Background: an optimization exercise with open tools, aiming at small area and a short achievable clock period. Do not read the settings as production practice. The RTL of this run was laid out without a check of its function.

==> flow/run.sh <==
#!/bin/bash
set -euo pipefail
W=$(pwd)
MARGIN=6.2
CLUSTER=12
DIAM=60
export BUFFER_PORTS_ARGS="-buffer_cell sky130_fd_sc_hd__buf_2"
export CTS_ARGS="-sink_clustering_enable -repair_clock_nets -dont_use_dummy_load -buf_list {sky130_fd_sc_hd__clkbuf_4 sky130_fd_sc_hd__clkbuf_8} -sink_clustering_size $CLUSTER -sink_clustering_max_diameter $DIAM"
if [[ $MARGIN != 0 ]]; then export SETUP_SLACK_MARGIN=$MARGIN; fi
bash standard.sh > $W/standard_flow.log 2>&1
==> standard.sh <==
#!/bin/bash
# synth_recipe.tcl (not shown) runs the flow's synth.tcl, then flattens the netlist and writes it again
# the make line also repeats each setting of config.mk as NAME=value (left out here)
make -C /OpenROAD-flow-scripts/flow DESIGN_CONFIG=/design/flow/config.mk WORK_HOME=/design/flow/orfs CLKGATE_MAP_FILE= SYNTH_SCRIPT=/design/flow/synth_recipe.tcl "${@:-finish}"
==> design.v <==
module CRC32_64bKEEP(
    input  [31:0] c,
    input  [63:0] d,
    output [31:0] n
);
wire [31:0] x;
CRC_XOR2 u0 (.a(c[0]), .b(d[0]), .y(x[0]));
CRC_XOR2 u1 (.a(c[1]), .b(d[1]), .y(x[1]));
CRC_XOR2 u2 (.a(c[2]), .b(d[2]), .y(x[2]));
CRC_XOR2 u3 (.a(c[3]), .b(d[3]), .y(x[3]));
CRC_XOR2 u4 (.a(c[4]), .b(d[4]), .y(x[4]));
CRC_XOR2 u5 (.a(c[5]), .b(d[5]), .y(x[5]));
CRC_XOR2 u6 (.a(c[6]), .b(d[6]), .y(x[6]));
CRC_XOR2 u7 (.a(c[7]), .b(d[7]), .y(x[7]));
CRC_XOR2 u8 (.a(c[8]), .b(d[8]), .y(x[8]));
CRC_XOR2 u9 (.a(c[9]), .b(d[9]), .y(x[9]));
CRC_XOR2 u10 (.a(c[10]), .b(d[10]), .y(x[10]));
CRC_XOR2 u11 (.a(c[11]), .b(d[11]), .y(x[11]));
CRC_XOR2 u12 (.a(c[12]), .b(d[12]), .y(x[12]));
CRC_XOR2 u13 (.a(c[13]), .b(d[13]), .y(x[13]));
CRC_XOR2 u14 (.a(c[14]), .b(d[14]), .y(x[14]));
CRC_XOR2 u15 (.a(c[15]), .b(d[15]), .y(x[15]));
CRC_XOR2 u16 (.a(c[16]), .b(d[16]), .y(x[16]));
CRC_XOR2 u17 (.a(c[17]), .b(d[17]), .y(x[17]));
CRC_XOR2 u18 (.a(c[18]), .b(d[18]), .y(x[18]));
CRC_XOR2 u19 (.a(c[19]), .b(d[19]), .y(x[19]));
CRC_XOR2 u20 (.a(c[20]), .b(d[20]), .y(x[20]));
CRC_XOR2 u21 (.a(c[21]), .b(d[21]), .y(x[21]));
CRC_XOR2 u22 (.a(c[22]), .b(d[22]), .y(x[22]));
CRC_XOR2 u23 (.a(c[23]), .b(d[23]), .y(x[23]));
CRC_XOR2 u24 (.a(c[24]), .b(d[24]), .y(x[24]));
CRC_XOR2 u25 (.a(c[25]), .b(d[25]), .y(x[25]));
CRC_XOR2 u26 (.a(c[26]), .b(d[26]), .y(x[26]));
CRC_XOR2 u27 (.a(c[27]), .b(d[27]), .y(x[27]));
CRC_XOR2 u28 (.a(c[28]), .b(d[28]), .y(x[28]));
CRC_XOR2 u29 (.a(c[29]), .b(d[29]), .y(x[29]));
CRC_XOR2 u30 (.a(c[30]), .b(d[30]), .y(x[30]));
CRC_XOR2 u31 (.a(c[31]), .b(d[31]), .y(x[31]));
wire t64;
CRC_XOR2 u32 (.a(x[3]), .b(x[13]), .y(t64));
wire t65;
CRC_XOR2 u33 (.a(x[4]), .b(d[39]), .y(t65));
wire t66;
CRC_XOR2 u34 (.a(x[11]), .b(d[32]), .y(t66));
wire t67;
CRC_XOR2 u35 (.a(x[6]), .b(x[16]), .y(t67));
wire t68;
CRC_XOR2 u36 (.a(x[7]), .b(x[12]), .y(t68));
wire t69;
CRC_XOR2 u37 (.a(d[36]), .b(d[54]), .y(t69));
wire t70;
CRC_XOR2 u38 (.a(x[5]), .b(x[15]), .y(t70));
wire t71;
CRC_XOR2 u39 (.a(x[8]), .b(d[37]), .y(t71));
wire t72;
CRC_XOR2 u40 (.a(x[9]), .b(d[38]), .y(t72));
wire t73;
CRC_XOR2 u41 (.a(x[19]), .b(d[34]), .y(t73));
wire t74;
CRC_XOR2 u42 (.a(x[30]), .b(d[55]), .y(t74));
wire t75;
CRC_XOR2 u43 (.a(x[10]), .b(d[56]), .y(t75));
wire t76;
CRC_XOR2 u44 (.a(d[47]), .b(t64), .y(t76));
wire t77;
CRC_XOR2 u45 (.a(d[35]), .b(d[53]), .y(t77));
wire t78;
CRC_XOR2 u46 (.a(x[1]), .b(x[14]), .y(t78));
wire t79;
CRC_XOR2 u47 (.a(x[31]), .b(d[61]), .y(t79));
wire t80;
CRC_XOR2 u48 (.a(d[45]), .b(t66), .y(t80));
wire t81;
CRC_XOR2 u49 (.a(d[50]), .b(d[57]), .y(t81));
wire t82;
CRC_XOR2 u50 (.a(d[42]), .b(d[58]), .y(t82));
wire t83;
CRC_XOR2 u51 (.a(d[43]), .b(d[59]), .y(t83));
wire t84;
CRC_XOR2 u52 (.a(d[44]), .b(d[60]), .y(t84));
wire t85;
CRC_XOR2 u53 (.a(d[46]), .b(d[62]), .y(t85));
wire t86;
CRC_XOR2 u54 (.a(d[51]), .b(d[63]), .y(t86));
wire t87;
CRC_XOR2 u55 (.a(x[20]), .b(d[40]), .y(t87));
wire t88;
CRC_XOR2 u56 (.a(x[0]), .b(x[2]), .y(t88));
wire t89;
CRC_XOR2 u57 (.a(x[21]), .b(d[41]), .y(t89));
wire t90;
CRC_XOR2 u58 (.a(x[25]), .b(d[52]), .y(t90));
wire t91;
CRC_XOR2 u59 (.a(x[17]), .b(t65), .y(t91));
wire t92;
CRC_XOR2 u60 (.a(x[24]), .b(x[27]), .y(t92));
wire t93;
CRC_XOR2 u61 (.a(x[26]), .b(x[28]), .y(t93));
wire t94;
CRC_XOR2 u62 (.a(d[48]), .b(t74), .y(t94));
wire t95;
CRC_XOR2 u63 (.a(x[18]), .b(t70), .y(t95));
wire t96;
CRC_XOR2 u64 (.a(x[22]), .b(t67), .y(t96));
wire t97;
CRC_XOR2 u65 (.a(d[49]), .b(t79), .y(t97));
wire t98;
CRC_XOR2 u66 (.a(x[29]), .b(t69), .y(t98));
wire t99;
CRC_XOR2 u67 (.a(d[33]), .b(t68), .y(t99));
wire t100;
CRC_XOR2 u68 (.a(x[23]), .b(d[34]), .y(t100));
wire t101;
CRC_XOR2 u69 (.a(t77), .b(t89), .y(t101));
wire t102;
CRC_XOR2 u70 (.a(x[13]), .b(t91), .y(t102));
wire t103;
CRC_XOR2 u71 (.a(t75), .b(t97), .y(t103));
wire t104;
CRC_XOR2 u72 (.a(x[12]), .b(t81), .y(t104));
wire t105;
CRC_XOR2 u73 (.a(x[18]), .b(d[60]), .y(t105));
wire t106;
CRC_XOR2 u74 (.a(x[24]), .b(t83), .y(t106));
wire t107;
CRC_XOR2 u75 (.a(x[23]), .b(t84), .y(t107));
wire t108;
CRC_XOR2 u76 (.a(x[8]), .b(d[62]), .y(t108));
wire t109;
CRC_XOR2 u77 (.a(t85), .b(t86), .y(t109));
wire t110;
CRC_XOR2 u78 (.a(d[35]), .b(t78), .y(t110));
wire t111;
CRC_XOR2 u79 (.a(t73), .b(t87), .y(t111));
wire t112;
CRC_XOR2 u80 (.a(d[36]), .b(t88), .y(t112));
wire t113;
CRC_XOR2 u81 (.a(d[35]), .b(t71), .y(t113));
wire t114;
CRC_XOR2 u82 (.a(x[20]), .b(t72), .y(t114));
wire t115;
CRC_XOR2 u83 (.a(x[19]), .b(t65), .y(t115));
wire t116;
CRC_XOR2 u84 (.a(t85), .b(t92), .y(t116));
wire t117;
CRC_XOR2 u85 (.a(x[16]), .b(t90), .y(t117));
wire t118;
CRC_XOR2 u86 (.a(d[49]), .b(t95), .y(t118));
wire t119;
CRC_XOR2 u87 (.a(t82), .b(t99), .y(t119));
wire t120;
CRC_XOR2 u88 (.a(x[2]), .b(t80), .y(t120));
wire t121;
CRC_XOR2 u89 (.a(d[38]), .b(d[40]), .y(t121));
wire t122;
CRC_XOR2 u90 (.a(d[41]), .b(d[43]), .y(t122));
wire t123;
CRC_XOR2 u91 (.a(d[57]), .b(d[61]), .y(t123));
wire t124;
CRC_XOR2 u92 (.a(d[39]), .b(d[44]), .y(t124));
wire t125;
CRC_XOR2 u93 (.a(d[32]), .b(d[48]), .y(t125));
wire t126;
CRC_XOR2 u94 (.a(d[50]), .b(d[58]), .y(t126));
wire t127;
CRC_XOR2 u95 (.a(d[33]), .b(d[54]), .y(t127));
wire t128;
CRC_XOR2 u96 (.a(x[27]), .b(t69), .y(t128));
wire t129;
CRC_XOR2 u97 (.a(x[11]), .b(d[55]), .y(t129));
wire t130;
CRC_XOR2 u98 (.a(x[31]), .b(d[59]), .y(t130));
wire t131;
CRC_XOR2 u99 (.a(x[0]), .b(x[5]), .y(t131));
wire t132;
CRC_XOR2 u100 (.a(x[22]), .b(d[51]), .y(t132));
wire t133;
CRC_XOR2 u101 (.a(x[7]), .b(x[21]), .y(t133));
wire t134;
CRC_XOR2 u102 (.a(x[25]), .b(d[63]), .y(t134));
wire t135;
CRC_XOR2 u103 (.a(x[4]), .b(x[9]), .y(t135));
wire t136;
CRC_XOR2 u104 (.a(x[10]), .b(d[39]), .y(t136));
wire t137;
CRC_XOR2 u105 (.a(x[12]), .b(x[29]), .y(t137));
wire t138;
CRC_XOR2 u106 (.a(x[26]), .b(x[29]), .y(t138));
wire t139;
CRC_XOR2 u107 (.a(x[3]), .b(t72), .y(t139));
wire t140;
CRC_XOR2 u108 (.a(d[58]), .b(t67), .y(t140));
wire t141;
CRC_XOR2 u109 (.a(t71), .b(t78), .y(t141));
wire t142;
CRC_XOR2 u110 (.a(t75), .b(t82), .y(t142));
wire t143;
CRC_XOR2 u111 (.a(x[26]), .b(t107), .y(t143));
wire t144;
CRC_XOR2 u112 (.a(d[46]), .b(t68), .y(t144));
wire t145;
CRC_XOR2 u113 (.a(t93), .b(t98), .y(t145));
wire t146;
CRC_XOR2 u114 (.a(t73), .b(t86), .y(t146));
wire t147;
CRC_XOR2 u115 (.a(x[14]), .b(t88), .y(t147));
wire t148;
CRC_XOR2 u116 (.a(d[33]), .b(t94), .y(t148));
wire t149;
CRC_XOR2 u117 (.a(t87), .b(t101), .y(t149));
wire t150;
CRC_XOR2 u118 (.a(d[56]), .b(t76), .y(t150));
wire t151;
CRC_XOR2 u119 (.a(t70), .b(t103), .y(t151));
wire t152;
CRC_XOR2 u120 (.a(d[40]), .b(d[57]), .y(t152));
wire t153;
CRC_XOR2 u121 (.a(x[28]), .b(d[34]), .y(t153));
wire t154;
CRC_XOR2 u122 (.a(x[1]), .b(d[56]), .y(t154));
wire t155;
CRC_XOR2 u123 (.a(d[42]), .b(t121), .y(t155));
wire t156;
CRC_XOR2 u124 (.a(x[6]), .b(x[23]), .y(t156));
wire t157;
CRC_XOR2 u125 (.a(x[8]), .b(d[45]), .y(t157));
wire t158;
CRC_XOR2 u126 (.a(d[42]), .b(t77), .y(t158));
wire t159;
CRC_XOR2 u127 (.a(d[44]), .b(t125), .y(t159));
wire t160;
CRC_XOR2 u128 (.a(x[2]), .b(x[11]), .y(t160));
wire t161;
CRC_XOR2 u129 (.a(x[15]), .b(d[46]), .y(t161));
wire t162;
CRC_XOR2 u130 (.a(x[14]), .b(t122), .y(t162));
wire t163;
CRC_XOR2 u131 (.a(x[30]), .b(t81), .y(t163));
wire t164;
CRC_XOR2 u132 (.a(x[11]), .b(t83), .y(t164));
wire t165;
CRC_XOR2 u133 (.a(x[1]), .b(t84), .y(t165));
wire t166;
CRC_XOR2 u134 (.a(x[9]), .b(x[21]), .y(t166));
wire t167;
CRC_XOR2 u135 (.a(x[28]), .b(x[30]), .y(t167));
wire t168;
CRC_XOR2 u136 (.a(d[54]), .b(t126), .y(t168));
wire t169;
CRC_XOR2 u137 (.a(x[5]), .b(x[17]), .y(t169));
wire t170;
CRC_XOR2 u138 (.a(d[37]), .b(t130), .y(t170));
wire t171;
CRC_XOR2 u139 (.a(t64), .b(t66), .y(t171));
wire t172;
CRC_XOR2 u140 (.a(t73), .b(t104), .y(t172));
wire t173;
CRC_XOR2 u141 (.a(t89), .b(t154), .y(t173));
wire t174;
CRC_XOR2 u142 (.a(t98), .b(t105), .y(t174));
wire t175;
CRC_XOR2 u143 (.a(t74), .b(t132), .y(t175));
wire t176;
CRC_XOR2 u144 (.a(x[31]), .b(t100), .y(t176));
wire t177;
CRC_XOR2 u145 (.a(d[38]), .b(t106), .y(t177));
wire t178;
CRC_XOR2 u146 (.a(x[27]), .b(t90), .y(t178));
wire t179;
CRC_XOR2 u147 (.a(t67), .b(t93), .y(t179));
wire t180;
CRC_XOR2 u148 (.a(x[17]), .b(t135), .y(t180));
wire t181;
CRC_XOR2 u149 (.a(d[47]), .b(t71), .y(t181));
wire t182;
CRC_XOR2 u150 (.a(d[59]), .b(t92), .y(t182));
wire t183;
CRC_XOR2 u151 (.a(t137), .b(t160), .y(t183));
wire t184;
CRC_XOR2 u152 (.a(x[24]), .b(t138), .y(t184));
wire t185;
CRC_XOR2 u153 (.a(d[57]), .b(t71), .y(t185));
wire t186;
CRC_XOR2 u154 (.a(t68), .b(t109), .y(t186));
wire t187;
CRC_XOR2 u155 (.a(t167), .b(t168), .y(t187));
wire t188;
CRC_XOR2 u156 (.a(t79), .b(t169), .y(t188));
wire t189;
CRC_XOR2 u157 (.a(x[0]), .b(t90), .y(t189));
wire t190;
CRC_XOR2 u158 (.a(x[22]), .b(t108), .y(t190));
wire t191;
CRC_XOR2 u159 (.a(d[52]), .b(t111), .y(t191));
wire t192;
CRC_XOR2 u160 (.a(t91), .b(t110), .y(t192));
wire t193;
CRC_XOR2 u161 (.a(t128), .b(t140), .y(t193));
wire t194;
CRC_XOR2 u162 (.a(t99), .b(t112), .y(t194));
wire t195;
CRC_XOR2 u163 (.a(t96), .b(t113), .y(t195));
wire t196;
CRC_XOR2 u164 (.a(t114), .b(t123), .y(t196));
wire t197;
CRC_XOR2 u165 (.a(t95), .b(t177), .y(t197));
wire t198;
CRC_XOR2 u166 (.a(t133), .b(t141), .y(t198));
wire t199;
CRC_XOR2 u167 (.a(t115), .b(t134), .y(t199));
wire t200;
CRC_XOR2 u168 (.a(t94), .b(t143), .y(t200));
wire t201;
CRC_XOR2 u169 (.a(d[43]), .b(t116), .y(t201));
wire t202;
CRC_XOR2 u170 (.a(x[16]), .b(t76), .y(t202));
wire t203;
CRC_XOR2 u171 (.a(x[3]), .b(t111), .y(t203));
wire t204;
CRC_XOR2 u172 (.a(t76), .b(t113), .y(t204));
wire t205;
CRC_XOR2 u173 (.a(t182), .b(t183), .y(t205));
wire t206;
CRC_XOR2 u174 (.a(x[25]), .b(t80), .y(t206));
wire t207;
CRC_XOR2 u175 (.a(t80), .b(t104), .y(t207));
wire t208;
CRC_XOR2 u176 (.a(d[48]), .b(t96), .y(t208));
wire t209;
CRC_XOR2 u177 (.a(t147), .b(t166), .y(t209));
wire t210;
CRC_XOR2 u178 (.a(d[32]), .b(t146), .y(t210));
wire t211;
CRC_XOR2 u179 (.a(x[5]), .b(t116), .y(t211));
wire t212;
CRC_XOR2 u180 (.a(t129), .b(t149), .y(t212));
wire t213;
CRC_XOR2 u181 (.a(d[37]), .b(t102), .y(t213));
wire t214;
CRC_XOR2 u182 (.a(t119), .b(t196), .y(t214));
wire t215;
CRC_XOR2 u183 (.a(t96), .b(t120), .y(t215));
wire t216;
CRC_XOR2 u184 (.a(t120), .b(t144), .y(t216));
wire t217;
CRC_XOR2 u185 (.a(t72), .b(t150), .y(t217));
wire t218;
CRC_XOR2 u186 (.a(t102), .b(t209), .y(t218));
wire t219;
CRC_XOR2 u187 (.a(t103), .b(t211), .y(t219));
wire w0;
CRC_XOR2 u188 (.a(t191), .b(t192), .y(w0));
wire w1;
CRC_XOR2 u189 (.a(x[10]), .b(t66), .y(w1));
wire w2;
CRC_XOR2 u190 (.a(w1), .b(t139), .y(w2));
wire w3;
CRC_XOR2 u191 (.a(w2), .b(t148), .y(w3));
wire w4;
CRC_XOR2 u192 (.a(t193), .b(w3), .y(w4));
wire w5;
CRC_XOR2 u193 (.a(w0), .b(w4), .y(w5));
assign n[0] = w5;
wire w6;
CRC_XOR2 u194 (.a(t118), .b(t194), .y(w6));
wire w7;
CRC_XOR2 u195 (.a(t153), .b(t75), .y(w7));
wire w8;
CRC_XOR2 u196 (.a(w7), .b(t170), .y(w8));
wire w9;
CRC_XOR2 u197 (.a(t91), .b(w8), .y(w9));
wire w10;
CRC_XOR2 u198 (.a(w6), .b(w9), .y(w10));
wire w11;
CRC_XOR2 u199 (.a(t212), .b(w10), .y(w11));
assign n[1] = w11;
wire w12;
CRC_XOR2 u200 (.a(t172), .b(t173), .y(w12));
wire w13;
CRC_XOR2 u201 (.a(w12), .b(t195), .y(w13));
wire w14;
CRC_XOR2 u202 (.a(t131), .b(t155), .y(w14));
wire w15;
CRC_XOR2 u203 (.a(w14), .b(t171), .y(w15));
wire w16;
CRC_XOR2 u204 (.a(t174), .b(w15), .y(w16));
wire w17;
CRC_XOR2 u205 (.a(w13), .b(w16), .y(w17));
assign n[2] = w17;
wire w18;
CRC_XOR2 u206 (.a(t122), .b(x[19]), .y(w18));
wire w19;
CRC_XOR2 u207 (.a(w18), .b(t156), .y(w19));
wire w20;
CRC_XOR2 u208 (.a(w19), .b(t110), .y(w20));
wire w21;
CRC_XOR2 u209 (.a(t112), .b(t175), .y(w21));
wire w22;
CRC_XOR2 u210 (.a(w20), .b(w21), .y(w22));
wire w23;
CRC_XOR2 u211 (.a(w22), .b(t213), .y(w23));
wire w24;
CRC_XOR2 u212 (.a(t214), .b(w23), .y(w24));
assign n[3] = w24;
wire w25;
CRC_XOR2 u213 (.a(t112), .b(t142), .y(w25));
wire w26;
CRC_XOR2 u214 (.a(t176), .b(w25), .y(w26));
wire w27;
CRC_XOR2 u215 (.a(d[52]), .b(d[62]), .y(w27));
wire w28;
CRC_XOR2 u216 (.a(w27), .b(t124), .y(w28));
wire w29;
CRC_XOR2 u217 (.a(w28), .b(t64), .y(w29));
wire w30;
CRC_XOR2 u218 (.a(t87), .b(w29), .y(w30));
wire w31;
CRC_XOR2 u219 (.a(w30), .b(t197), .y(w31));
wire w32;
CRC_XOR2 u220 (.a(t198), .b(w31), .y(w32));
wire w33;
CRC_XOR2 u221 (.a(w26), .b(w32), .y(w33));
assign n[4] = w33;
wire w34;
CRC_XOR2 u222 (.a(t152), .b(t84), .y(w34));
wire w35;
CRC_XOR2 u223 (.a(x[15]), .b(w34), .y(w35));
wire w36;
CRC_XOR2 u224 (.a(t106), .b(w35), .y(w36));
wire w37;
CRC_XOR2 u225 (.a(w36), .b(t199), .y(w37));
wire w38;
CRC_XOR2 u226 (.a(t101), .b(t139), .y(w38));
wire w39;
CRC_XOR2 u227 (.a(t141), .b(w38), .y(w39));
wire w40;
CRC_XOR2 u228 (.a(w37), .b(w39), .y(w40));
wire w41;
CRC_XOR2 u229 (.a(t215), .b(w40), .y(w41));
assign n[5] = w41;
wire w42;
CRC_XOR2 u230 (.a(d[41]), .b(d[42]), .y(w42));
wire w43;
CRC_XOR2 u231 (.a(d[61]), .b(w42), .y(w43));
wire w44;
CRC_XOR2 u232 (.a(x[22]), .b(x[6]), .y(w44));
wire w45;
CRC_XOR2 u233 (.a(w43), .b(w44), .y(w45));
wire w46;
CRC_XOR2 u234 (.a(t70), .b(t73), .y(w46));
wire w47;
CRC_XOR2 u235 (.a(w45), .b(w46), .y(w47));
wire w48;
CRC_XOR2 u236 (.a(t110), .b(t178), .y(w48));
wire w49;
CRC_XOR2 u237 (.a(w47), .b(w48), .y(w49));
wire w50;
CRC_XOR2 u238 (.a(t200), .b(w49), .y(w50));
wire w51;
CRC_XOR2 u239 (.a(t216), .b(w50), .y(w51));
assign n[6] = w51;
wire w52;
CRC_XOR2 u240 (.a(t150), .b(t194), .y(w52));
wire w53;
CRC_XOR2 u241 (.a(t157), .b(t158), .y(w53));
wire w54;
CRC_XOR2 u242 (.a(x[15]), .b(x[20]), .y(w54));
wire w55;
CRC_XOR2 u243 (.a(x[23]), .b(w54), .y(w55));
wire w56;
CRC_XOR2 u244 (.a(w53), .b(w55), .y(w56));
wire w57;
CRC_XOR2 u245 (.a(t179), .b(t97), .y(w57));
wire w58;
CRC_XOR2 u246 (.a(w56), .b(w57), .y(w58));
wire w59;
CRC_XOR2 u247 (.a(t201), .b(w58), .y(w59));
wire w60;
CRC_XOR2 u248 (.a(w52), .b(w59), .y(w60));
assign n[7] = w60;
wire w61;
CRC_XOR2 u249 (.a(t198), .b(t201), .y(w61));
wire w62;
CRC_XOR2 u250 (.a(t81), .b(t134), .y(w62));
wire w63;
CRC_XOR2 u251 (.a(w62), .b(t180), .y(w63));
wire w64;
CRC_XOR2 u252 (.a(t153), .b(t159), .y(w64));
wire w65;
CRC_XOR2 u253 (.a(t98), .b(w64), .y(w65));
wire w66;
CRC_XOR2 u254 (.a(w63), .b(w65), .y(w66));
wire w67;
CRC_XOR2 u255 (.a(t202), .b(w66), .y(w67));
wire w68;
CRC_XOR2 u256 (.a(w61), .b(w67), .y(w68));
assign n[8] = w68;
wire w69;
CRC_XOR2 u257 (.a(t124), .b(t86), .y(w69));
wire w70;
CRC_XOR2 u258 (.a(x[1]), .b(w69), .y(w70));
wire w71;
CRC_XOR2 u259 (.a(w70), .b(t145), .y(w71));
wire w72;
CRC_XOR2 u260 (.a(t178), .b(t181), .y(w72));
wire w73;
CRC_XOR2 u261 (.a(w71), .b(w72), .y(w73));
wire w74;
CRC_XOR2 u262 (.a(t118), .b(t203), .y(w74));
wire w75;
CRC_XOR2 u263 (.a(w73), .b(w74), .y(w75));
wire w76;
CRC_XOR2 u264 (.a(t215), .b(w75), .y(w76));
assign n[9] = w76;
wire w77;
CRC_XOR2 u265 (.a(t136), .b(t78), .y(w77));
wire w78;
CRC_XOR2 u266 (.a(w77), .b(t145), .y(w78));
wire w79;
CRC_XOR2 u267 (.a(d[37]), .b(d[53]), .y(w79));
wire w80;
CRC_XOR2 u268 (.a(w79), .b(t126), .y(w80));
wire w81;
CRC_XOR2 u269 (.a(w80), .b(t100), .y(w81));
wire w82;
CRC_XOR2 u270 (.a(t89), .b(w81), .y(w82));
wire w83;
CRC_XOR2 u271 (.a(w78), .b(w82), .y(w83));
wire w84;
CRC_XOR2 u272 (.a(w83), .b(t216), .y(w84));
assign n[10] = w84;
wire w85;
CRC_XOR2 u273 (.a(t127), .b(t155), .y(w85));
wire w86;
CRC_XOR2 u274 (.a(t161), .b(w85), .y(w86));
wire w87;
CRC_XOR2 u275 (.a(t175), .b(w86), .y(w87));
wire w88;
CRC_XOR2 u276 (.a(t204), .b(t205), .y(w88));
wire w89;
CRC_XOR2 u277 (.a(w87), .b(w88), .y(w89));
assign n[11] = w89;
wire w90;
CRC_XOR2 u278 (.a(t117), .b(t176), .y(w90));
wire w91;
CRC_XOR2 u279 (.a(t162), .b(t65), .y(w91));
wire w92;
CRC_XOR2 u280 (.a(d[36]), .b(d[60]), .y(w92));
wire w93;
CRC_XOR2 u281 (.a(w92), .b(x[12]), .y(w93));
wire w94;
CRC_XOR2 u282 (.a(x[28]), .b(w93), .y(w94));
wire w95;
CRC_XOR2 u283 (.a(w91), .b(w94), .y(w95));
wire w96;
CRC_XOR2 u284 (.a(t94), .b(w95), .y(w96));
wire w97;
CRC_XOR2 u285 (.a(w90), .b(w96), .y(w97));
wire w98;
CRC_XOR2 u286 (.a(t217), .b(w97), .y(w98));
assign n[12] = w98;
wire w99;
CRC_XOR2 u287 (.a(t152), .b(x[14]), .y(w99));
wire w100;
CRC_XOR2 u288 (.a(w99), .b(t158), .y(w100));
wire w101;
CRC_XOR2 u289 (.a(t159), .b(w100), .y(w101));
wire w102;
CRC_XOR2 u290 (.a(t184), .b(w101), .y(w102));
wire w103;
CRC_XOR2 u291 (.a(w102), .b(t151), .y(w103));
wire w104;
CRC_XOR2 u292 (.a(t213), .b(w103), .y(w104));
assign n[13] = w104;
wire w105;
CRC_XOR2 u293 (.a(d[33]), .b(d[62]), .y(w105));
wire w106;
CRC_XOR2 u294 (.a(w105), .b(t121), .y(w106));
wire w107;
CRC_XOR2 u295 (.a(w106), .b(t162), .y(w107));
wire w108;
CRC_XOR2 u296 (.a(t163), .b(w107), .y(w108));
wire w109;
CRC_XOR2 u297 (.a(w108), .b(t118), .y(w109));
wire w110;
CRC_XOR2 u298 (.a(t193), .b(t206), .y(w110));
wire w111;
CRC_XOR2 u299 (.a(w109), .b(w110), .y(w111));
assign n[14] = w111;
wire w112;
CRC_XOR2 u300 (.a(d[41]), .b(d[50]), .y(w112));
wire w113;
CRC_XOR2 u301 (.a(d[55]), .b(w112), .y(w113));
wire w114;
CRC_XOR2 u302 (.a(t124), .b(x[17]), .y(w114));
wire w115;
CRC_XOR2 u303 (.a(w113), .b(w114), .y(w115));
wire w116;
CRC_XOR2 u304 (.a(t161), .b(w115), .y(w116));
wire w117;
CRC_XOR2 u305 (.a(w116), .b(t119), .y(w117));
wire w118;
CRC_XOR2 u306 (.a(t146), .b(t170), .y(w118));
wire w119;
CRC_XOR2 u307 (.a(t179), .b(w118), .y(w119));
wire w120;
CRC_XOR2 u308 (.a(w117), .b(w119), .y(w120));
assign n[15] = w120;
wire w121;
CRC_XOR2 u309 (.a(t157), .b(t164), .y(w121));
wire w122;
CRC_XOR2 u310 (.a(w121), .b(t115), .y(w122));
wire w123;
CRC_XOR2 u311 (.a(t76), .b(w122), .y(w123));
wire w124;
CRC_XOR2 u312 (.a(t142), .b(t174), .y(w124));
wire w125;
CRC_XOR2 u313 (.a(d[51]), .b(x[6]), .y(w125));
wire w126;
CRC_XOR2 u314 (.a(x[7]), .b(x[9]), .y(w126));
wire w127;
CRC_XOR2 u315 (.a(w125), .b(w126), .y(w127));
wire w128;
CRC_XOR2 u316 (.a(t78), .b(w127), .y(w128));
wire w129;
CRC_XOR2 u317 (.a(w124), .b(w128), .y(w129));
wire w130;
CRC_XOR2 u318 (.a(t148), .b(w129), .y(w130));
wire w131;
CRC_XOR2 u319 (.a(w123), .b(w130), .y(w131));
assign n[16] = w131;
wire w132;
CRC_XOR2 u320 (.a(t144), .b(t147), .y(w132));
wire w133;
CRC_XOR2 u321 (.a(t84), .b(t135), .y(w133));
wire w134;
CRC_XOR2 u322 (.a(t164), .b(w133), .y(w134));
wire w135;
CRC_XOR2 u323 (.a(w132), .b(w134), .y(w135));
wire w136;
CRC_XOR2 u324 (.a(t185), .b(t94), .y(w136));
wire w137;
CRC_XOR2 u325 (.a(w136), .b(t191), .y(w137));
wire w138;
CRC_XOR2 u326 (.a(w135), .b(w137), .y(w138));
wire w139;
CRC_XOR2 u327 (.a(t151), .b(w138), .y(w139));
assign n[17] = w139;
wire w140;
CRC_XOR2 u328 (.a(t114), .b(t140), .y(w140));
wire w141;
CRC_XOR2 u329 (.a(w140), .b(t207), .y(w141));
wire w142;
CRC_XOR2 u330 (.a(t108), .b(t165), .y(w142));
wire w143;
CRC_XOR2 u331 (.a(w142), .b(t101), .y(w143));
wire w144;
CRC_XOR2 u332 (.a(t76), .b(w143), .y(w144));
wire w145;
CRC_XOR2 u333 (.a(w141), .b(w144), .y(w145));
wire w146;
CRC_XOR2 u334 (.a(t151), .b(w145), .y(w146));
assign n[18] = w146;
wire w147;
CRC_XOR2 u335 (.a(t119), .b(t208), .y(w147));
wire w148;
CRC_XOR2 u336 (.a(d[59]), .b(d[61]), .y(w148));
wire w149;
CRC_XOR2 u337 (.a(w148), .b(t69), .y(w149));
wire w150;
CRC_XOR2 u338 (.a(t81), .b(x[10]), .y(w150));
wire w151;
CRC_XOR2 u339 (.a(w149), .b(w150), .y(w151));
wire w152;
CRC_XOR2 u340 (.a(t109), .b(w151), .y(w152));
wire w153;
CRC_XOR2 u341 (.a(t80), .b(w152), .y(w153));
wire w154;
CRC_XOR2 u342 (.a(w147), .b(w153), .y(w154));
wire w155;
CRC_XOR2 u343 (.a(t218), .b(w154), .y(w155));
assign n[19] = w155;
wire w156;
CRC_XOR2 u344 (.a(d[47]), .b(d[60]), .y(w156));
wire w157;
CRC_XOR2 u345 (.a(w156), .b(t125), .y(w157));
wire w158;
CRC_XOR2 u346 (.a(t83), .b(x[13]), .y(w158));
wire w159;
CRC_XOR2 u347 (.a(w157), .b(w158), .y(w159));
wire w160;
CRC_XOR2 u348 (.a(x[23]), .b(x[30]), .y(w160));
wire w161;
CRC_XOR2 u349 (.a(w160), .b(t128), .y(w161));
wire w162;
CRC_XOR2 u350 (.a(w159), .b(w161), .y(w162));
wire w163;
CRC_XOR2 u351 (.a(t186), .b(w162), .y(w163));
wire w164;
CRC_XOR2 u352 (.a(t114), .b(t115), .y(w164));
wire w165;
CRC_XOR2 u353 (.a(w164), .b(t118), .y(w165));
wire w166;
CRC_XOR2 u354 (.a(t195), .b(w165), .y(w166));
wire w167;
CRC_XOR2 u355 (.a(w163), .b(w166), .y(w167));
assign n[20] = w167;
wire w168;
CRC_XOR2 u356 (.a(t131), .b(t133), .y(w168));
wire w169;
CRC_XOR2 u357 (.a(t165), .b(t66), .y(w169));
wire w170;
CRC_XOR2 u358 (.a(w168), .b(w169), .y(w170));
wire w171;
CRC_XOR2 u359 (.a(t187), .b(t97), .y(w171));
wire w172;
CRC_XOR2 u360 (.a(w170), .b(w171), .y(w172));
wire w173;
CRC_XOR2 u361 (.a(d[63]), .b(x[4]), .y(w173));
wire w174;
CRC_XOR2 u362 (.a(w173), .b(t100), .y(w174));
wire w175;
CRC_XOR2 u363 (.a(t92), .b(w174), .y(w175));
wire w176;
CRC_XOR2 u364 (.a(w175), .b(t204), .y(w176));
wire w177;
CRC_XOR2 u365 (.a(w172), .b(w176), .y(w177));
assign n[21] = w177;
wire w178;
CRC_XOR2 u366 (.a(d[45]), .b(t108), .y(w178));
wire w179;
CRC_XOR2 u367 (.a(t132), .b(t136), .y(w179));
wire w180;
CRC_XOR2 u368 (.a(w178), .b(w179), .y(w180));
wire w181;
CRC_XOR2 u369 (.a(t188), .b(w180), .y(w181));
wire w182;
CRC_XOR2 u370 (.a(t117), .b(t187), .y(w182));
wire w183;
CRC_XOR2 u371 (.a(w182), .b(t203), .y(w183));
wire w184;
CRC_XOR2 u372 (.a(t205), .b(w183), .y(w184));
wire w185;
CRC_XOR2 u373 (.a(w181), .b(w184), .y(w185));
assign n[22] = w185;
wire w186;
CRC_XOR2 u374 (.a(t130), .b(t137), .y(w186));
wire w187;
CRC_XOR2 u375 (.a(t156), .b(t74), .y(w187));
wire w188;
CRC_XOR2 u376 (.a(w186), .b(w187), .y(w188));
wire w189;
CRC_XOR2 u377 (.a(t189), .b(w188), .y(w189));
wire w190;
CRC_XOR2 u378 (.a(t171), .b(t180), .y(w190));
wire w191;
CRC_XOR2 u379 (.a(t105), .b(t109), .y(w191));
wire w192;
CRC_XOR2 u380 (.a(t93), .b(w191), .y(w192));
wire w193;
CRC_XOR2 u381 (.a(w190), .b(w192), .y(w193));
wire w194;
CRC_XOR2 u382 (.a(t149), .b(w193), .y(w194));
wire w195;
CRC_XOR2 u383 (.a(w189), .b(w194), .y(w195));
assign n[23] = w195;
wire w196;
CRC_XOR2 u384 (.a(t105), .b(t68), .y(w196));
wire w197;
CRC_XOR2 u385 (.a(d[34]), .b(d[39]), .y(w197));
wire w198;
CRC_XOR2 u386 (.a(d[63]), .b(w197), .y(w198));
wire w199;
CRC_XOR2 u387 (.a(t82), .b(w198), .y(w199));
wire w200;
CRC_XOR2 u388 (.a(w196), .b(w199), .y(w200));
wire w201;
CRC_XOR2 u389 (.a(t184), .b(t188), .y(w201));
wire w202;
CRC_XOR2 u390 (.a(w200), .b(w201), .y(w202));
wire w203;
CRC_XOR2 u391 (.a(t208), .b(w202), .y(w203));
wire w204;
CRC_XOR2 u392 (.a(t212), .b(t217), .y(w204));
wire w205;
CRC_XOR2 u393 (.a(w203), .b(w204), .y(w205));
assign n[24] = w205;
wire w206;
CRC_XOR2 u394 (.a(t100), .b(t129), .y(w206));
wire w207;
CRC_XOR2 u395 (.a(t64), .b(w206), .y(w207));
wire w208;
CRC_XOR2 u396 (.a(d[49]), .b(t83), .y(w208));
wire w209;
CRC_XOR2 u397 (.a(x[18]), .b(w208), .y(w209));
wire w210;
CRC_XOR2 u398 (.a(w209), .b(t117), .y(w210));
wire w211;
CRC_XOR2 u399 (.a(t173), .b(t190), .y(w211));
wire w212;
CRC_XOR2 u400 (.a(w210), .b(w211), .y(w212));
wire w213;
CRC_XOR2 u401 (.a(w207), .b(w212), .y(w213));
wire w214;
CRC_XOR2 u402 (.a(t214), .b(w213), .y(w214));
assign n[25] = w214;
wire w215;
CRC_XOR2 u403 (.a(t143), .b(t172), .y(w215));
wire w216;
CRC_XOR2 u404 (.a(d[63]), .b(t77), .y(w216));
wire w217;
CRC_XOR2 u405 (.a(w216), .b(t106), .y(w217));
wire w218;
CRC_XOR2 u406 (.a(w217), .b(t142), .y(w218));
wire w219;
CRC_XOR2 u407 (.a(t190), .b(w218), .y(w219));
wire w220;
CRC_XOR2 u408 (.a(w215), .b(w219), .y(w220));
wire w221;
CRC_XOR2 u409 (.a(t218), .b(w220), .y(w221));
assign n[26] = w221;
wire w222;
CRC_XOR2 u410 (.a(d[45]), .b(t123), .y(w222));
wire w223;
CRC_XOR2 u411 (.a(w222), .b(t107), .y(w223));
wire w224;
CRC_XOR2 u412 (.a(w223), .b(t189), .y(w224));
wire w225;
CRC_XOR2 u413 (.a(t96), .b(w224), .y(w225));
wire w226;
CRC_XOR2 u414 (.a(t102), .b(t148), .y(w226));
wire w227;
CRC_XOR2 u415 (.a(t197), .b(t210), .y(w227));
wire w228;
CRC_XOR2 u416 (.a(w226), .b(w227), .y(w228));
wire w229;
CRC_XOR2 u417 (.a(w225), .b(w228), .y(w229));
assign n[27] = w229;
wire w230;
CRC_XOR2 u418 (.a(x[18]), .b(x[4]), .y(w230));
wire w231;
CRC_XOR2 u419 (.a(d[53]), .b(t69), .y(w231));
wire w232;
CRC_XOR2 u420 (.a(x[7]), .b(w231), .y(w232));
wire w233;
CRC_XOR2 u421 (.a(w230), .b(w232), .y(w233));
wire w234;
CRC_XOR2 u422 (.a(t139), .b(w233), .y(w234));
wire w235;
CRC_XOR2 u423 (.a(t200), .b(t206), .y(w235));
wire w236;
CRC_XOR2 u424 (.a(w234), .b(w235), .y(w236));
wire w237;
CRC_XOR2 u425 (.a(t219), .b(w236), .y(w237));
assign n[28] = w237;
wire w238;
CRC_XOR2 u426 (.a(d[55]), .b(t127), .y(w238));
wire w239;
CRC_XOR2 u427 (.a(x[6]), .b(w238), .y(w239));
wire w240;
CRC_XOR2 u428 (.a(t93), .b(w239), .y(w240));
wire w241;
CRC_XOR2 u429 (.a(t181), .b(w240), .y(w241));
wire w242;
CRC_XOR2 u430 (.a(t199), .b(t207), .y(w242));
wire w243;
CRC_XOR2 u431 (.a(w241), .b(w242), .y(w243));
wire w244;
CRC_XOR2 u432 (.a(t219), .b(w243), .y(w244));
assign n[29] = w244;
wire w245;
CRC_XOR2 u433 (.a(t163), .b(t75), .y(w245));
wire w246;
CRC_XOR2 u434 (.a(x[19]), .b(t131), .y(w246));
wire w247;
CRC_XOR2 u435 (.a(w245), .b(w246), .y(w247));
wire w248;
CRC_XOR2 u436 (.a(t117), .b(t145), .y(w248));
wire w249;
CRC_XOR2 u437 (.a(w247), .b(w248), .y(w249));
wire w250;
CRC_XOR2 u438 (.a(t186), .b(t76), .y(w250));
wire w251;
CRC_XOR2 u439 (.a(w250), .b(t192), .y(w251));
wire w252;
CRC_XOR2 u440 (.a(w249), .b(w251), .y(w252));
assign n[30] = w252;
wire w253;
CRC_XOR2 u441 (.a(t136), .b(t138), .y(w253));
wire w254;
CRC_XOR2 u442 (.a(t72), .b(t88), .y(w254));
wire w255;
CRC_XOR2 u443 (.a(w253), .b(w254), .y(w255));
wire w256;
CRC_XOR2 u444 (.a(t95), .b(w255), .y(w256));
wire w257;
CRC_XOR2 u445 (.a(t127), .b(t77), .y(w257));
wire w258;
CRC_XOR2 u446 (.a(x[31]), .b(w257), .y(w258));
wire w259;
CRC_XOR2 u447 (.a(w258), .b(t185), .y(w259));
wire w260;
CRC_XOR2 u448 (.a(w259), .b(t202), .y(w260));
wire w261;
CRC_XOR2 u449 (.a(t210), .b(w260), .y(w261));
wire w262;
CRC_XOR2 u450 (.a(w256), .b(w261), .y(w262));
assign n[31] = w262;
endmodule
module CRC_XOR2(input a, input b, output y);
assign y = a ^ b;
endmodule
`timescale 1ns / 1ps
module TEN_GIG_MAC_RX_PATH #(
    parameter       P_SRC_MAC  = 48'h01_02_03_04_05_06
)(
    input           i_clk               ,
    input           i_rst               ,
    input  [63:0]   i_xgmii_rxd         ,
    input  [7 :0]   i_xgmii_rxc         ,
    input  [47:0]   i_dynamic_src_mac   ,
    input           i_dynamic_src_valid ,
    output [63:0]   m_axis_rdata        ,
    output [79:0]   m_axis_ruser        ,
    output [7 :0]   m_axis_rkeep        ,
    output          m_axis_rlast        ,
    output          m_axis_rvalid       ,
    output          o_crc_error         ,
    output          o_crc_valid
);
reg  [63:0] d1;              
reg  [7 :0] c1;
reg  [31:0] r2;              
always @(posedge i_clk) begin
    d1 <= i_xgmii_rxd;
    c1 <= i_xgmii_rxc;
    r2 <= d1[63:32];
end
wire        fb0 = c1[0] && d1[7 :0 ] == 8'hFB;      
wire        fb4 = c1[4] && d1[39:32] == 8'hFB;      
wire [7:0]  fd;                                     
genvar gi;
generate for (gi = 0; gi < 8; gi = gi + 1) begin : g_fd
    assign fd[gi] = c1[gi] && d1[8*gi+7 -: 8] == 8'hFD;
end endgenerate
reg         loc3;            
reg         sof4d;
reg  [3:0]  fdr;             
always @(posedge i_clk or posedge i_rst) begin
    if (i_rst) begin
        loc3  <= 1'b0;
        sof4d <= 1'b0;
        fdr   <= 4'd0;
    end else begin
        if (fb0)
            loc3 <= 1'b0;
        else if (fb4)
            loc3 <= 1'b1;
        sof4d <= fb4 && !fb0;
        fdr   <= fd[7:4];
    end
end
wire [63:0] acur  = loc3 ? {d1[31:0], r2} : d1;
wire [7 :0] fda   = loc3 ? {fd[3:0], fdr} : fd;
wire        sofa  = fb0 || sof4d;
wire        eofa  = |fda;
wire [2 :0] phia  = {fda[4] | fda[5] | fda[6] | fda[7],
                     fda[2] | fda[3] | fda[6] | fda[7],
                     fda[1] | fda[3] | fda[5] | fda[7]};
reg  [63:0] a2, a3, a4, a5, a6;
reg  [15:0] a7;              
always @(posedge i_clk) begin
    a2 <= acur;
    a3 <= a2;
    a4 <= a3;
    a5 <= a4;
    a6 <= a5;
    a7 <= a6[63:48];
end
assign m_axis_rdata = {a7[7:0], a7[15:8], a6[7:0], a6[15:8], a6[23:16],
                       a6[31:24], a6[39:32], a6[47:40]};
reg         s2, s3, s4;      
reg         e2, e3, e4, e5, e6;  
reg  [2:0]  phi;
reg         busy, cnt1, cnt2, mok, p6, p7, p8, p9;
reg         rv_int, rlast_int, rlast_out, rvalid_out, rl2;
reg  [7:0]  rkeep_out;
reg         k1, k2, chk, crc_out, crc_valid;
reg  [15:0] ulen;
reg  [47:0] local_mac;
wire        r_eof  = (e4 && phi != 3'd7) || (e5 && phi == 3'd7);
wire        kc     = (e3 && phi <= 3'd2) || (e4 && phi >= 3'd3);
wire        clr    = (e3 && phi <= 3'd4) || (e4 && phi >= 3'd5);
wire [47:0] da4    = {a4[7:0], a4[15:8], a4[23:16], a4[31:24], a4[39:32], a4[47:40]};
wire [47:0] da5    = {a5[7:0], a5[15:8], a5[23:16], a5[31:24], a5[39:32], a5[47:40]};
wire [47:0] dst    = loc3 ? da4 : da5;
wire        mac_ok = (&dst) || (dst == local_mac);
wire        mac_at = loc3 ? cnt2 : p6;
reg  [7:0]  kv;
always @(*) begin
    case (phi)
        3'd0: kv = 8'b1111_1100;
        3'd1: kv = 8'b1111_1110;
        3'd2: kv = 8'b1111_1111;
        3'd3: kv = 8'b1000_0000;
        3'd4: kv = 8'b1100_0000;
        3'd5: kv = 8'b1110_0000;
        3'd6: kv = 8'b1111_0000;
        default: kv = 8'b1111_1000;
    endcase
end
always @(posedge i_clk or posedge i_rst) begin
    if (i_rst) begin
        s2 <= 1'b0; s3 <= 1'b0; s4 <= 1'b0;
        e2 <= 1'b0; e3 <= 1'b0; e4 <= 1'b0; e5 <= 1'b0; e6 <= 1'b0;
        phi <= 3'd0;
        busy <= 1'b0; cnt1 <= 1'b0; cnt2 <= 1'b0; mok <= 1'b0;
        p6 <= 1'b0; p7 <= 1'b0; p8 <= 1'b0; p9 <= 1'b0;
        rv_int <= 1'b0; rlast_int <= 1'b0; rlast_out <= 1'b0;
        rvalid_out <= 1'b0; rl2 <= 1'b0;
        k1 <= 1'b0; k2 <= 1'b0; chk <= 1'b0;
        crc_out <= 1'b0; crc_valid <= 1'b0;
        ulen <= 16'd0;
        local_mac <= P_SRC_MAC;
    end else begin
        s2 <= sofa; s3 <= s2; s4 <= s3;
        e2 <= eofa; e3 <= e2; e4 <= e3; e5 <= e4; e6 <= e5;
        if (eofa)
            phi <= phia;
        busy <= !r_eof && (s3 || busy);
        cnt1 <= !r_eof && s3 && !busy;
        cnt2 <= !r_eof && cnt1;
        if (mac_at)
            mok <= mac_ok;
        p6 <= cnt2; p7 <= p6; p8 <= p7; p9 <= p8;
        if (rlast_int)
            rv_int <= 1'b0;
        else if (p7 && mok)
            rv_int <= 1'b1;
        rlast_int  <= rv_int && kc;
        rlast_out  <= rlast_int;
        rvalid_out <= rv_int;
        rl2        <= rlast_out;
        k1 <= clr; k2 <= k1; chk <= k2;
        if (chk)
            crc_out <= 1'b0;
        else if (rv_int)
            crc_out <= 1'b1;
        crc_valid <= chk && crc_out;
        if (rl2)
            ulen <= 16'd1;
        else if (p9 || ulen != 16'd1)
            ulen <= ulen + 16'd1;
        if (i_dynamic_src_valid)
            local_mac <= i_dynamic_src_mac;
    end
end
reg  [63:0] st;
always @(posedge i_clk) begin
    rkeep_out <= rlast_int ? kv : 8'hFF;
    if (p8)
        st <= m_axis_rdata;
end
reg  [31:0] crc;
reg         crc_err;
wire [31:0] crc_nxt;
reg  [31:0] kres;
always @(*) begin
    case (phi)
        3'd0: kres = 32'hc37bc775;
        3'd1: kres = 32'h7749d4fa;
        3'd2: kres = 32'h4ee46c06;
        3'd3: kres = 32'he0ef52e5;
        3'd4: kres = 32'h3abbfb0d;
        3'd5: kres = 32'h0eaac366;
        3'd6: kres = 32'h714b540f;
        default: kres = 32'hfad18643;
    endcase
end
CRC32_64bKEEP u_crc (.c(crc), .d(a4), .n(crc_nxt));
wire [31:0] crc_x = crc ^ kres;
reg  [3:0]  crc_m;
always @(posedge i_clk) begin
    crc <= s4 ? 32'hFFFF_FFFF : crc_nxt;
    crc_m <= {~|crc_x[31:24], ~|crc_x[23:16], ~|crc_x[15:8], ~|crc_x[7:0]};
    if (e6)
        crc_err <= !(&crc_m);
end
assign m_axis_rvalid = rvalid_out;
assign m_axis_rlast  = rlast_out;
assign m_axis_rkeep  = rkeep_out;
assign m_axis_ruser  = {ulen, st};
assign o_crc_valid   = crc_valid;
assign o_crc_error   = crc_err;
endmodule
==> config.mk <==
export PLATFORM = sky130hd
export DESIGN_NAME = TEN_GIG_MAC_RX_PATH
export DESIGN_NICKNAME = TEN_GIG_MAC_RX_PATH
export VERILOG_FILES = /design/flow/design.v
export SDC_FILE = /design/flow/constraint.sdc
export NUM_CORES = 4
export LEC_CHECK = 0
export CAP_MARGIN = 20
export CORE_MARGIN = 2
export CORE_UTILIZATION = 40
export SLEW_MARGIN = 20
export SYNTH_HIERARCHICAL = 1
export SYNTH_MINIMUM_KEEP_SIZE = 0
==> constraint.sdc <==
create_clock -name core_clock -period 9.0 [get_ports {i_clk}]
set_input_delay 1.8000 -clock core_clock [delete_from_list [all_inputs] [get_ports {i_clk}]]
set_output_delay 1.8000 -clock core_clock [all_outputs]
set_load 0.01 [all_outputs]
==> summary.txt <==
-- layout by cell type (no fill, tap or decap), types with 4 or more instances in the layout --
cell type,netlist,final
a31oi_1,6,6
mux2i_1,46,46
buf_2,13,201
dfrtp_1,90,83
dfstp_2,9,9
nand3_1,30,30
nor2b_1,12,12
nand4_1,27,27
dfxtp_4,0,4
nand4b_1,4,4
or2_2,34,34
edfxtp_1,65,65
buf_6,5,76
o22ai_1,5,5
dfrtp_2,0,5
xor2_1,483,370
clkbuf_8,0,69
nor3_1,14,14
dfxtp_2,0,120
and2_1,5,5
a21oi_1,26,26
buf_4,81,70
mux2_2,110,110
nor2_1,42,42
xor2_4,0,63
inv_1,10,9
xor2_2,0,50
nand2b_1,7,7
o21ai_0,25,25
dfxtp_1,483,359
ha_1,5,5
nor4_1,16,15
nand2_1,41,41
and3_1,8,8
xnor2_1,44,44
-- per-module statistics from Yosys, one instance, submodules excluded --
module	times used	cell area (um2)
CRC_XOR2	451	8.76
CRC32_64bKEEP	1	240
TEN_GIG_MAC_RX_PATH	1	19100
-- through the flow --
stage	area (um2)	instances
floorplan	23300	1813
global placement	24900	2750
detailed placement	24900	2750
CTS	27800	2850
global route	28600	2879
finish	28600	2879
-- cells in the mapped netlist (8+ instances only) --
library cell | n | area share
inv_1 | 10 | 0.0016
xor2_1 | 483 | 0.18
nor2b_1 | 12 | 0.0032
dfstp_2 | 9 | 0.010
o21ai_0 | 25 | 0.0054
buf_2 | 13 | 0.0028
nand3_1 | 30 | 0.0064
nor4_1 | 16 | 0.0043
xnor2_1 | 44 | 0.017
mux2i_1 | 46 | 0.020
nand2_1 | 41 | 0.0066
or2_2 | 34 | 0.0091
nor2_1 | 42 | 0.0068
dfxtp_1 | 483 | 0.42
mux2_2 | 110 | 0.053
and3_1 | 8 | 0.0022
clkbuf_1 | 18 | 0.0029
a21oi_1 | 26 | 0.0056
buf_4 | 81 | 0.026
nand4_1 | 27 | 0.0073
nor3_1 | 14 | 0.0030
edfxtp_1 | 65 | 0.084
dfrtp_1 | 90 | 0.097
-- logic make-up (layout without fill, tap and decap cells) --
group / Yosys count / count (layout) / share of synthesized area
flops: 647 / 647 / 0.606
xor+xnor: 527 / 527 / 0.198
simple gates: 252 / 252 / 0.0578
mux: 156 / 156 / 0.0730
buf+inv: 130 / 430 / 0.0363
compound gates: 94 / 94 / 0.0252
fa+ha+maj: 6 / 6 / 0.00312
other cells: 1 / 2 / 0.000161
-- metal layers --
layer  vias to the layer above  track usage
li1                       6408            -
met1                      6775        0.299
met3                       124       0.0442
met4                         0       0.0857
met5                         -            0
met2                       464        0.362
-- worst paths after layout --
path | cells past startpoint | end | slack [ps] | start
setup / recovery | 1 | m_axis_ruser[68] | 6000 | ulen[4]
hold / removal | 0 | a4[18] | 320 | a3[18]
setup reg to reg | 7 | mok | 6050 | loc3
hold reg to reg | 0 | a4[18] | 320 | a3[18]
max in group asynchronous | 4 | loc3 | 6640 | i_rst
min in group asynchronous | 3 | ulen[10] | 1350 | i_rst
-- flip-flops by register name, summed over array words and instances, names as in the netlist, 3 cells and up --
signal     flops
a2            64
a3            64
a4            64
a5            64
a6            64
d1            64
st            64
local_mac     48
crc           32
r2            32
a7            16
ulen          16
c1             8
rkeep_out      7
crc_m          4
fdr            4
phi            3
-- timing repair --
action / 4_1_cts / 5_1_grt
gates resized for setup: 293 / 93
pin swaps: 13 / 20
hold buffers: 0 / 0
gates cloned: 0 / 0
setup endpoints to repair: 188 / 188
setup buffers: 31 / 28
-- worst reg2reg max path, stage by stage (launching register included) --
cell and delay (ps):
dfrtp_4 720, buf_8 500, nor2b_1 230, a21oi_1 340
xnor2_1 160, nor4_2 490, nand4_1 170, o31ai_1 250
-- cell type report --
cell class	instances	area [um2]	area share
sequential	647	14300	0.500
tap	765	957	0.0335
inverter	10	41.3	0.00144
antenna	1	2.50	0.0000875
multi-input combinational	1036	9890	0.346
timing repair buffer	351	2470	0.0864
clock buffer	69	950	0.0332
==> metrics.md <==
| Metric | Value |
|---|---|
| Critical Path, Cell by Cell | buf_2 |
| RSZ-0062 raised after global routing | true |
| Vias post-DR | between 10000 and 15000 |
| Initial Util | 0.404 |
| Final period util | 0.333 |
| Final HPWL DP | slightly above 50 mm |
| Clock Skew | just under 60 ps |
| Measured slew at the worst slew-check pin | 1000 ps |
| Root buffer cell | clkbuf_8 |
| Antenna viol nets, final | 0 |
| Required time worst endpoint | between 7000 and 8000 ps |
| DR top layer | met4 |
| # setup viols final | 0 |
| Height of the die | 245 um |
| Fin nets | roughly 2200 |
| DIE AREA | around 60000 um2 |
| Met1 Routed Length | 29.6 mm |
| Initial antenna violation count | 4 |
| Worst hold path class | reg2reg |
| Drt drc | 0 |
| Cell count after synthesis | about 1800 |
| Setup ws final | between 6000 and 7000 ps |
| Vias per cell | around 4.8 |
| Final Util | 0.497 |
| H-tree depth | 3 |
| CP Launch Type | flip-flop |
| First-pass GRT wire length | 96.5 mm |
| Met2 wire length | ~32 mm |
| Crit. End Element | output port |
| 1st-pass router iterations | 12 |
| Die X | ~250 um |
| Status | timing/DRC/antenna clean |
| Gr ovfl total | 0 |
| Clock transition at path regs | roughly 80 ps |
| Main synth FF type | dfxtp_1 |
| Synth warn | 7 |
| Post-place setup slack | between 5000 and 6000 ps |
| Clock period minus worst slack | about 3000 ps |
| Post-Synthesis Cell Area | about 23000 um2 |
| Core Region | between 50000 and 60000 um2 |
| I/O pin cnt | about 280 |
| 1st-iter DRT viols | ~1200 |
| GPL Wtd Cong | 1.02 |
| Yosys reg bits | ~650 |
| Fin Setup TNS | 0 ps |
| Max-cap viol count | 0 |
| Area delta synth->final | 22.8% |
| CTS max path bufs | 3 |
| TritonCTS clock tree | built |
| Pins Over Slew Limit | 0 |
| Post-synth EDFFs | 65 |
| CP top delay family | flip-flops |
| Syn_nets | 1941 |
| Cell row count | 88 |
| Kind of critical path | reg2out |
| Slew margin rel. | 0.331 |
| Fillers | between 5000 and 6000 |
| Fmax | 333 MHz |
| Worst-Skew Late Latency | about 670 ps |
| Clock buffers created by TritonCTS | 69 |
| CP peak stage delay | between 400 and 500 ps |
| Total length of routed met3 wires | between 3 and 4 mm |
| CP max-delay cell | dfrtp_1 |
| IO buf count | approximately 280 |
| Share of cells above drive strength 1 | 0.388 |
| CP bufs+invs | 1 |
| Vias in the first global route | approximately 14000 |
| Routed len/inst | 23.4 um |
| GRT Total Usage | 0.225 |
| Num Clock Sinks | 647 |
| Critical path data arrival time | 1200 ps |
| Register area share after synthesis | 0.606 |
| Largest net degree at the start of global routing | ~70 |
| Final WL | 67.3 mm |
| Syn avg cell area | approximately 13 um2 |
| Async SR Flop Fraction | 0.153 |
| Maximum fanout along the worst path | 2 |
| Unique cell type count in the Yosys netlist | 63 |
| Final hold slack | 317 ps |
| Hold Violations, Final | 0 |

-- what the ideal ports hide --
The flow's constraints put no driver on any port. The routed layout listed below was extracted and timed again, unchanged, in two steps. Step 1, drivers: a clkbuf_16 drives i_clk and a buf_2 each remaining input, both assumed. Step 2 also shifts input and output timing later by t, the mid clock arrival at the registers, as if the neighbouring blocks saw the same clock. a / b / c = ideal ports / drivers / drivers and shift; a / b = the first two.
shift t [ns]: 0.692
setup slack, ns: 6.000 / 5.946 / 5.983
worst setup path at the end: input, reset recovery
worst register clock-pin slew, ns: 0.09 / 0.09
After both steps setup and hold are still met in this run. The setup slack of this run moves by -0.054 ns with the drivers and by -0.017 ns with both steps. Setup slack includes reset recovery checks.
